Background: an optimization exercise with open tools, aiming at small area. Do not read the settings as production practice. Where RTL was checked, it was by simulation tests only, not by an equivalence proof against the original. Power figures rest on the tool's default switching activity, not on a simulated workload. The clock port is modelled as an ideal driver; clocking choices that lean on that would not hold on a real chip.

Setup of lane 1:
// conv
module conv(
  input clk,
  input reset,
  input [15:0] pxl_in,
  output [15:0] pxl_out,
  output [9:0] count,
  output valid
);
export LEC_CHECK = 0
export ABC_AREA = 0
export CAP_MARGIN = 0
export CORE_MARGIN = 2
export CORE_UTILIZATION = 40
export CTS_CLUSTER_DIAMETER = 150
export CTS_CLUSTER_SIZE = 25
export GPL_TIMING_DRIVEN = 0
export SLEW_MARGIN = 0
export SYNTH_HIERARCHICAL = 1
create_clock -name core_clock -period 7.5 [get_ports {clk}]
standard.sh (not shown) runs the stock make flow with config.mk's settings and CLKGATE_MAP_FILE= SYNTH_SCRIPT=/design/flow/synth_recipe.tcl, a recipe that flattens the netlist after the stock synthesis.
==> flow/flow/run.sh <==
#!/bin/bash
# The standard layout (standard.sh) with two changes: the port buffers are
# the two-strength buffer cell, and clock tree synthesis puts up to 33 flip-flops
# (within 90 um) on one leaf buffer and adds no dummy loads.
# ORFS writes each step's full log under orfs/logs/; make's output goes to
# standard.log.
set -euo pipefail
export BUFFER_PORTS_ARGS="-buffer_cell sky130_fd_sc_hd__buf_2"
export CTS_ARGS="-sink_clustering_enable -repair_clock_nets -dont_use_dummy_load -sink_clustering_size 33 -sink_clustering_max_diameter 90"
bash standard.sh > standard.log 2>&1
Lane 1 has completed all stages; timing, DRC and antenna checks passed.
Input-level comparison between lane 2 and lane 1:
--- a/flow/flow/run.sh
+++ b/flow/flow/run.sh
@@ -1,5 +1,5 @@
 #!/bin/bash
 # The standard layout (standard.sh) with two changes: the port buffers are
-# the two-strength buffer cell, and clock tree synthesis puts up to 33 flip-flops
+# the two-strength buffer cell (buf_2), and clock tree synthesis puts up to 33 flip-flops
 # (within 90 um) on one leaf buffer and adds no dummy loads.
 # ORFS writes each step's full log under orfs/logs/; make's output goes to
[summary]
Lane 2: flow completed, timing, DRC and antenna clean
Comparing lane 2 against lane 1, there is no change at all in first-iteration DRC count.
From lane 2 to lane 1, total of hold buffers inserted after clock tree synthesis did not move at all.
Re path depth of the worst reg2reg path: no difference whatsoever between lane 2 and lane 1.
Cell count after synthesis of lane 2 is on par with lane 1.
From lane 2 to lane 1, final wirelength did not move at all.
Diff lane 2..lane 1 | global-route usage over all layers | unchanged
DRC violation count after routing came out exactly the same in lane 2 and lane 1.

---

conv, a different RTL version from the one above (not shown whole).
Size: ~1,600 cells after synthesis, roughly 960 flip-flops, ~45 I/O pins, roughly 26,000 µm² of cells after synthesis.
clock: 7.5 ns
lec_check: 0
abc_area: 1
cap_margin: 20
core_margin: 2
core_utilization: 60
cts_buf_list: sky130_fd_sc_hd__clkbuf_4
slew_margin: 20
synth_hierarchical: 1
run.sh (not shown) runs the stock make flow with config.mk's settings and CLKGATE_MAP_FILE= SYNTH_SCRIPT=/design/flow/synth_recipe.tcl, a recipe that flattens the netlist after the stock synthesis.
Stock flow here: none of the scripts above is used.
The first run reached the layout checks and failed them: setup timing.
Edit:
--- a/flow/config.mk
+++ b/flow/config.mk
@@ -11,2 +11 @@
-export CORE_UTILIZATION = 60
-export CTS_BUF_LIST = sky130_fd_sc_hd__clkbuf_4
+export CORE_UTILIZATION = 40
The new run finished but fails on setup timing.
Power climbs by a few percent.
Sequential share of layout area drops by 0.83 points.
Clock skew drops by 33 ps.
Synthesized area stays the same.
Die area climbs by well over a third.
Setup slack gains 400 ps.
No functional check of the RTL was part of any run of this note.

---

== run 1 ==
conv, a different RTL version from the one above (not shown whole).
For scale: ~1,300 cells after synthesis, about 960 flip-flops, about 25,000 um^2 of cells after synthesis.
Design conv, start of the top module:
module conv(
  input clk,
  input reset,
  input [15:0] pxl_in,
  output [15:0] pxl_out,
  output [9:0] count,
  output valid
);
clock: 7.5 ns
lec_check: 0
abc_area: 0
cap_margin: 0
core_margin: 2
core_utilization: 48
cts_cluster_diameter: 150
cts_cluster_size: 25
gpl_timing_driven: 0
slew_margin: 0
synth_hierarchical: 1
standard.sh (not shown) runs the stock make flow with config.mk's settings and CLKGATE_MAP_FILE= SYNTH_SCRIPT=/design/flow/synth_recipe.tcl, a recipe that flattens the netlist after the stock synthesis.
==> flow/flow/run.sh <==
#!/bin/bash
# The standard layout (standard.sh) with two changes: the port buffers are
# the two-strength buffer cell (buf_2), and clock tree synthesis puts up to 33 flip-flops
# (within 90 um) on one leaf buffer and adds no dummy loads.
# ORFS writes each step's full log under orfs/logs/; make's output goes to
# standard.log.
set -euo pipefail
export BUFFER_PORTS_ARGS="-buffer_cell sky130_fd_sc_hd__buf_2"
export CTS_ARGS="-sink_clustering_enable -repair_clock_nets -dont_use_dummy_load -sink_clustering_size 33 -sink_clustering_max_diameter 90"
bash standard.sh > standard.log 2>&1
Setup changes, run 1 to run 2
Settings: a change of CORE_UTILIZATION from 48 to 40.
==> flow/flow/run.sh <==
#!/bin/bash
# The standard layout (standard.sh) with two changes: the port buffers are
# the two-strength buffer cell (buf_2), and clock tree synthesis puts up to 32 flip-flops
# (within 80 um) on one leaf buffer and adds no dummy loads.
# ORFS writes each step's full log under orfs/logs/; make's output goes to
# standard.log.
set -euo pipefail
export BUFFER_PORTS_ARGS="-buffer_cell sky130_fd_sc_hd__buf_2"
export CTS_ARGS="-sink_clustering_enable -repair_clock_nets -dont_use_dummy_load -sink_clustering_size 32 -sink_clustering_max_diameter 80"
bash standard.sh > standard.log 2>&1
- Worst hold slack in run 2 is 0.013 ns above run 1.
- Highest routing layer actually used = met4: run 1; highest routing layer actually used = met5: run 2
- Taking run 1 as the reference, in run 2 part of the cycle the worst path needs now sits higher, share of power burned in combinational logic now sits higher, placement-stage cell area now sits higher, wire length now sits higher.
- Final core area utilization came out lower on run 2 than on run 1.
The following lists how run 3 was set up differently from run 2:
Settings: CORE_UTILIZATION changed from 40 to 48.
==> flow/flow/run.sh <==
#!/bin/bash
# The standard layout (standard.sh) with two changes: the port buffers are
# the two-strength buffer cell (buf_2), and clock tree synthesis puts up to 33 flip-flops
# (within 90 um) on one leaf buffer (clkbuf_16), builds the levels above the
# leaves from clkbuf_8, and adds no dummy loads.
# ORFS writes each step's full log under orfs/logs/; make's output goes to
# standard.log.
set -euo pipefail
export BUFFER_PORTS_ARGS="-buffer_cell sky130_fd_sc_hd__buf_2"
export CTS_ARGS="-sink_clustering_enable -repair_clock_nets -dont_use_dummy_load -sink_clustering_size 33 -sink_clustering_max_diameter 90 -root_buf sky130_fd_sc_hd__clkbuf_8 -buf_list sky130_fd_sc_hd__clkbuf_8 -sink_clustering_buffer sky130_fd_sc_hd__clkbuf_16"
bash standard.sh > standard.log 2>&1
Findings:
- Per the final summary, run 3 finished and its layout is clean on timing, DRC and antenna.
- Delta (run 3 minus run 2): delay of the slowest critical-path stage went up; count of plain and timing-repair buffers went down.
- Of run 3 and run 2, run 2 shows the higher routed metal-1 wirelength, with run 3 below it.
- Achievable frequency (higher): run 3
- Compared with run 2, in run 3 core area -10,000 um^2, via-per-instance ratio grew by about 5%.
Here is what was changed in the inputs of run 4 compared with run 3.
Settings: CORE_UTILIZATION now 40, was 48.
==> flow/flow/run.sh <==
#!/bin/bash
# The standard layout (standard.sh) with two changes: the port buffers are
# the two-strength buffer cell (buf_2), and clock tree synthesis puts up to 33 flip-flops
# (within 90 um) on one leaf buffer and adds no dummy loads.
# ORFS writes each step's full log under orfs/logs/; make's output goes to
# standard.log.
set -euo pipefail
export BUFFER_PORTS_ARGS="-buffer_cell sky130_fd_sc_hd__buf_2"
export CTS_ARGS="-sink_clustering_enable -repair_clock_nets -dont_use_dummy_load -sink_clustering_size 33 -sink_clustering_max_diameter 90"
bash standard.sh > standard.log 2>&1
- Row antenna diode instance count: run 4 lower / run 3 higher
- Summary — clock skew after layout, run 4 relative to run 3: lower, by 0.0033 ns.
- Diff run 3..run 4 | post-route DRC violation count | unchanged
- Of run 4 and run 3, the higher final worst slack belongs to run 3.
- Of the two values seen for uppermost metal layer occupied by signal nets, met5 was produced by run 4 and met4 by run 3.

---

Starting RTL as in the previous note.
==> flow/config.mk <==
export PLATFORM = sky130hd
export DESIGN_NAME = conv
export DESIGN_NICKNAME = conv
export VERILOG_FILES = /design/flow/design.v
export SDC_FILE = /design/flow/constraint.sdc
export NUM_CORES = 4
export LEC_CHECK = 0
export ABC_AREA = 0
export CAP_MARGIN = 0
export CORE_MARGIN = 2
export CORE_UTILIZATION = 48
export CTS_CLUSTER_DIAMETER = 150
export CTS_CLUSTER_SIZE = 25
export GPL_TIMING_DRIVEN = 0
export SLEW_MARGIN = 0
export SYNTH_HIERARCHICAL = 1
==> flow/constraint.sdc <==
create_clock -name core_clock -period 7.5 [get_ports {clk}]
set_input_delay 1.5000 -clock core_clock [delete_from_list [all_inputs] [get_ports {clk}]]
set_output_delay 1.5000 -clock core_clock [all_outputs]
set_load 0.01 [all_outputs]
==> flow/flow/run.sh <==
#!/bin/bash
# The standard layout (standard.sh) with two changes: the port buffers are
# the two-strength buffer cell (buf_2), and clock tree synthesis puts up to 31 flip-flops
# (within 80 um) on one leaf buffer and adds no dummy loads.
# ORFS writes each step's full log under orfs/logs/; make's output goes to
# standard.log.
set -euo pipefail
export BUFFER_PORTS_ARGS="-buffer_cell sky130_fd_sc_hd__buf_2"
export CTS_ARGS="-sink_clustering_enable -repair_clock_nets -dont_use_dummy_load -sink_clustering_size 31 -sink_clustering_max_diameter 80"
bash standard.sh > standard.log 2>&1
The first run completed with no timing, DRC or antenna violations.
Then changed:
==> flow/flow/run.sh (replaced) <==
#!/bin/bash
# The standard layout (standard.sh) with two changes: the port buffers are
# the two-strength buffer cell (buf_2), and clock tree synthesis puts up to 33 flip-flops
# (within 90 um) on one leaf buffer and adds no dummy loads.
# ORFS writes each step's full log under orfs/logs/; make's output goes to
# standard.log.
set -euo pipefail
export BUFFER_PORTS_ARGS="-buffer_cell sky130_fd_sc_hd__buf_2"
export CTS_ARGS="-sink_clustering_enable -repair_clock_nets -dont_use_dummy_load -sink_clustering_size 33 -sink_clustering_max_diameter 90 -root_buf sky130_fd_sc_hd__clkbuf_8 -buf_list sky130_fd_sc_hd__clkbuf_8 -sink_clustering_buffer sky130_fd_sc_hd__clkbuf_16"
bash standard.sh > standard.log 2>&1
Outcome: Cell area falls by 1.0%; sequential cell count does not change; global-route usage stays flat; sequential share of layout area rises by 0.73 points; synthesized cell count is unchanged; power is lower by 1.7%.

---

conv, a different RTL version from the one above (not shown whole).
For scale: ~1500 cells after synthesis, about 45 I/O pins, roughly 0.026 mm2 of cells after synthesis.
==> flow/design.v (excerpt) <==
module conv(
  input clk,
  input reset,
  input [15:0] pxl_in,
  output [15:0] pxl_out,
  output [9:0] count,
  output valid
);
make LEC_CHECK=0 ABC_AREA=1 CAP_MARGIN=0 CORE_MARGIN=2 CORE_UTILIZATION=40 CTS_CLUSTER_DIAMETER=150 CTS_CLUSTER_SIZE=25 GPL_TIMING_DRIVEN=0 SLEW_MARGIN=0 SYNTH_HIERARCHICAL=1 finish   # period 7.5 ns
run.sh (not shown) runs the stock make flow with config.mk's settings and CLKGATE_MAP_FILE= SYNTH_SCRIPT=/design/flow/synth_recipe.tcl, a recipe that flattens the netlist after the stock synthesis.
Stock flow here: none of the scripts above is used.
==> next run, changes <==
Settings changed: CAP_MARGIN 0 to 20, CTS_CLUSTER_DIAMETER 150 to unset, CTS_CLUSTER_SIZE 25 to unset, GPL_TIMING_DRIVEN 0 to unset, SLEW_MARGIN 0 to 20.
After rerunning:
- setup slack gets worse by 0.12 ns
- wire length went up by 7.7%
- hold slack gets worse by 0.0035 ns
- critical path depth does not change
- synthesized area does not change
- via count went up by 5.8%
- clock skew went down by 0.0071 ns
- clock-buffer cell count went up by 78
- final area went up by 8.1%
==> next run, changes <==
Settings changed: CTS_CLUSTER_DIAMETER set to 100, CTS_CLUSTER_SIZE set to 30.
Worst setup slack gains 0.0033 ns.
Register-to-register slack degrades by 0.02 ns.
Via count falls by 3.5%.
Total power shrinks by 12%.
Routed wire length goes down by 3.9%.
Hold slack gets better by 0.0038 ns.
Count of clock-buffer cells in the layout decreases by 81.
Critical path depth is higher by 1.
Final area came out lower by about 6%.
Function was not checked in any run of this note: the RTL went through the layout flow alone.

---

Setup of P:
Another version of the RTL of conv (not shown whole).
Size in the first run: about 1400 cells after synthesis, roughly 26000 um^2 of cells after synthesis.
Settings: LEC_CHECK=0, ABC_AREA=0, CAP_MARGIN=0, CORE_MARGIN=2, CORE_UTILIZATION=40, CTS_CLUSTER_DIAMETER=150, CTS_CLUSTER_SIZE=25, GPL_TIMING_DRIVEN=0, SLEW_MARGIN=0, SYNTH_HIERARCHICAL=1; clock period 7.5 ns.
standard.sh (not shown) runs the stock make flow with config.mk's settings and CLKGATE_MAP_FILE= SYNTH_SCRIPT=/design/flow/synth_recipe.tcl, a recipe that flattens the netlist after the stock synthesis.
==> flow/flow/run.sh <==
#!/bin/bash
# The standard layout (standard.sh), with the port buffers made from the
# smallest buffer cell instead of the default choice.  ORFS writes each
# step's full log under orfs/logs/; make's own output goes to standard.log.
set -euo pipefail
export BUFFER_PORTS_ARGS="-buffer_cell sky130_fd_sc_hd__buf_1"
bash standard.sh > standard.log 2>&1
P: done, clean on timing, DRC and antenna
What Q does differently from P at the input level:
==> flow/run.sh (new file) <==
#!/bin/bash
# synth_recipe.tcl (not shown) runs the flow's synth.tcl, then flattens the netlist and writes it again
# the make line also repeats each setting of config.mk as NAME=value (left out here)
make -C /OpenROAD-flow-scripts/flow DESIGN_CONFIG=/design/flow/config.mk WORK_HOME=/design/flow/orfs CLKGATE_MAP_FILE= SYNTH_SCRIPT=/design/flow/synth_recipe.tcl finish
removed: flow/flow/run.sh
removed: flow/standard.sh
==> run summary <==
On core utilization, the lower figure sits with P, not Q. On final non-filler cell total, P tracks Q almost exactly. Diff P -> Q: maximum fanout count along the critical path lower, total global routing overflow roughly the same, area fraction in compound gates after synthesis roughly the same, highest clock frequency the design can meet lower. Q -> P: clock network fraction of design power flat. Sort P and Q by final cell area excluding filler cells, ascending, and P comes first.
No run of this note included a check of the RTL's function; only the layout flow was run.

---

conv, a different RTL version from the one above (not shown whole).
For scale: roughly 960 flip-flops.
Settings: LEC_CHECK=0, ABC_AREA=0, CAP_MARGIN=0, CORE_MARGIN=2, CORE_UTILIZATION=40, CTS_CLUSTER_DIAMETER=150, CTS_CLUSTER_SIZE=25, GPL_TIMING_DRIVEN=0, SLEW_MARGIN=0, SYNTH_HIERARCHICAL=1; clock period 7.5 ns.
==> flow/flow/run.sh <==
#!/bin/bash
# The standard layout (standard.sh) with two changes: the port buffers are
# the two-strength buffer cell, and clock tree synthesis puts up to 33 flip-flops
# (within 90 um) on one leaf buffer and adds no dummy loads.
# ORFS writes each step's full log under orfs/logs/; make's output goes to
# standard.log.
set -euo pipefail
export BUFFER_PORTS_ARGS="-buffer_cell sky130_fd_sc_hd__buf_2"
export CTS_ARGS="-sink_clustering_enable -repair_clock_nets -dont_use_dummy_load -sink_clustering_size 33 -sink_clustering_max_diameter 90"
bash standard.sh > standard.log 2>&1
Rerun with:
==> flow/run.sh (new file) <==
#!/bin/bash
# synth_recipe.tcl (not shown) runs the flow's synth.tcl, then flattens the netlist and writes it again
# the make line also repeats each setting of config.mk as NAME=value (left out here)
make -C /OpenROAD-flow-scripts/flow DESIGN_CONFIG=/design/flow/config.mk WORK_HOME=/design/flow/orfs CLKGATE_MAP_FILE= SYNTH_SCRIPT=/design/flow/synth_recipe.tcl finish
removed: flow/flow/run.sh
removed: flow/standard.sh
Result: The changed run produced a clean layout; sequential share of layout area came out lower by 1.1 points; final cell count goes up by 0.47%; via count went up by 0.83%; count of clock-buffer cells in the layout grows by 9; setup slack improves by 0.015 ns; global-route usage is about the same; hold slack gets better by 0.0032 ns; total power rises by 2.6%; core utilization increases by 0.73 points; wire length hardly moves.
Rerun with:
==> flow/flow/run.sh (new file) <==
#!/bin/bash
# The standard layout (standard.sh) with two changes: the port buffers are
# the two-strength buffer cell, and clock tree synthesis puts up to 28 flip-flops
# (within 80 um) on one leaf buffer and adds no dummy loads.
# ORFS writes each step's full log under orfs/logs/; make's output goes to
# standard.log.
set -euo pipefail
export BUFFER_PORTS_ARGS="-buffer_cell sky130_fd_sc_hd__buf_2"
export CTS_ARGS="-sink_clustering_enable -repair_clock_nets -dont_use_dummy_load -sink_clustering_size 28 -sink_clustering_max_diameter 80"
bash standard.sh > standard.log 2>&1
==> flow/standard.sh (new file) <==
#!/bin/bash
# synth_recipe.tcl (not shown) runs the flow's synth.tcl, then flattens the netlist and writes it again
# the make line also repeats each setting of config.mk as NAME=value (left out here)
make -C /OpenROAD-flow-scripts/flow DESIGN_CONFIG=/design/flow/config.mk WORK_HOME=/design/flow/orfs CLKGATE_MAP_FILE= SYNTH_SCRIPT=/design/flow/synth_recipe.tcl "${@:-finish}"
CORE_UTILIZATION = 55   (was 40)
removed: flow/run.sh
Fmax barely changes.
Count of clock-buffer cells in the layout falls by 2.
Cell count falls by 10%.
Wire length barely changes.
Core utilization rises by 16 points.
Hold slack is worse by 0.0089 ns.
Sequential power stays flat.
Global-route usage rises by 4.3 points.
Area after synthesis does not change.
Total power falls by about 1%.
Rerun with:
==> flow/flow/run.sh (replaced) <==
#!/bin/bash
# The standard layout (standard.sh) with two changes: the port buffers are
# the smallest buffer cell, and clock tree synthesis puts up to 35 flip-flops
# (within 90 um) on one leaf buffer and adds no dummy loads.
# ORFS writes each step's full log under orfs/logs/; make's output goes to
# standard.log.
set -euo pipefail
export BUFFER_PORTS_ARGS="-buffer_cell sky130_fd_sc_hd__buf_1"
export CTS_ARGS="-sink_clustering_enable -repair_clock_nets -dont_use_dummy_load -sink_clustering_size 35 -sink_clustering_max_diameter 90"
bash standard.sh > standard.log 2>&1
CORE_UTILIZATION = 40   (was 55)
Sequential power is about the same; critical path depth increases by 1; cell area came out higher by 0.46%; power came out lower by 1.8%; count of clock-buffer cells in the layout fell by 9; clock skew climbs by 0.0079 ns; routed wire length goes up by 1.8%; synthesized cell count is unchanged.
Rerun with:
==> flow/flow/run.sh (replaced) <==
#!/bin/bash
# The standard layout (standard.sh) with two changes: the port buffers are
# the two-strength buffer cell, and clock tree synthesis puts up to 30 flip-flops
# (within 70 um) on one leaf buffer and adds no dummy loads.
# ORFS writes each step's full log under orfs/logs/; make's output goes to
# standard.log.
set -euo pipefail
export BUFFER_PORTS_ARGS="-buffer_cell sky130_fd_sc_hd__buf_2"
export CTS_ARGS="-sink_clustering_enable -repair_clock_nets -dont_use_dummy_load -sink_clustering_size 30 -sink_clustering_max_diameter 70"
bash standard.sh > standard.log 2>&1
CORE_UTILIZATION = 45   (was 40)
Result: Global-route usage went up by 1.1 points. First-iteration DRC count went down by 6.0%. Non-clock buffer count went down by 14. Core utilization went up by 5.4 points.

separate check: timing with driven ports:
In the flow no input, the clock included, has a driving cell. The finished layouts below were timed again as built, in two steps.
Step 1 (the two cells are an assumption about what drives the block):
set clk [get_ports {clk}]
set_driving_cell -lib_cell sky130_fd_sc_hd__clkbuf_16 $clk
set_driving_cell -lib_cell sky130_fd_sc_hd__buf_2 [delete_from_list [all_inputs] $clk]
Step 2 also shifts input and output timing later by t, the mid clock arrival at the registers, as if the neighbouring blocks saw the same clock.
a / b / c = ideal ports / drivers / drivers and shift; a / b = the first two.
run | t (ns) | setup slack, ns | worst setup path at the end | slew at the worst register clock pin (ns) | cell pins on the clock port's net
lane 1 | 0.607 | 0.116 / 0.124 / -0.483 | input to register | 0.11 / 0.11 | 1
lane 2 | 0.607 | 0.116 / 0.124 / -0.483 | input to register | 0.11 / 0.11 | 1
the first run of note 2 | 1.015 | -1.030 / -1.082 / -0.067 | register to output | 0.08 / 0.08 | 1
the second run of note 2 | 0.670 | -0.627 / -0.684 / -0.019 | register to register | 0.07 / 0.07 | 1
run 1 | 0.611 | 0.161 / 0.181 / -0.430 | input to register | 0.12 / 0.12 | 1
run 2 | 0.613 | 0.134 / 0.156 / -0.456 | input to register | 0.12 / 0.12 | 1
run 3 | 0.700 | 0.215 / 0.244 / -0.456 | input to register | 0.12 / 0.12 | 1
run 4 | 0.607 | 0.157 / 0.175 / -0.432 | input to register | 0.12 / 0.12 | 1
the first run of note 4 | 0.608 | 0.148 / 0.157 / -0.451 | input to register | 0.11 / 0.11 | 1
the second run of note 4 | 0.700 | 0.215 / 0.244 / -0.456 | input to register | 0.12 / 0.12 | 1
the first run of note 5 | 0.643 | 0.317 / 0.316 / -0.327 | input to register | 0.11 / 0.11 | 1
the second run of note 5 | 0.676 | 0.201 / 0.236 / -0.440 | input to register | 0.07 / 0.07 | 1
the third run of note 5 | 0.642 | 0.204 / 0.229 / -0.413 | input to register | 0.11 / 0.11 | 1
P | 0.644 | 0.182 / 0.202 / -0.442 | input to register | 0.11 / 0.11 | 1
Q | 0.635 | 0.160 / 0.188 / -0.448 | input to register | 0.10 / 0.10 | 1
the first run of note 7 | 0.623 | 0.186 / 0.213 / -0.411 | input to register | 0.12 / 0.12 | 1
the second run of note 7 | 0.633 | 0.201 / 0.206 / -0.427 | input to register | 0.11 / 0.11 | 1
the third run of note 7 | 0.617 | 0.193 / 0.215 / -0.402 | input to register | 0.10 / 0.10 | 1
the fourth run of note 7 | 0.618 | 0.186 / 0.202 / -0.416 | input to register | 0.13 / 0.13 | 1
the fifth run of note 7 | 0.615 | 0.187 / 0.198 / -0.418 | input to register | 0.10 / 0.10 | 1
Met with ideal ports but missed after step 2: setup timing in 18 of these runs.
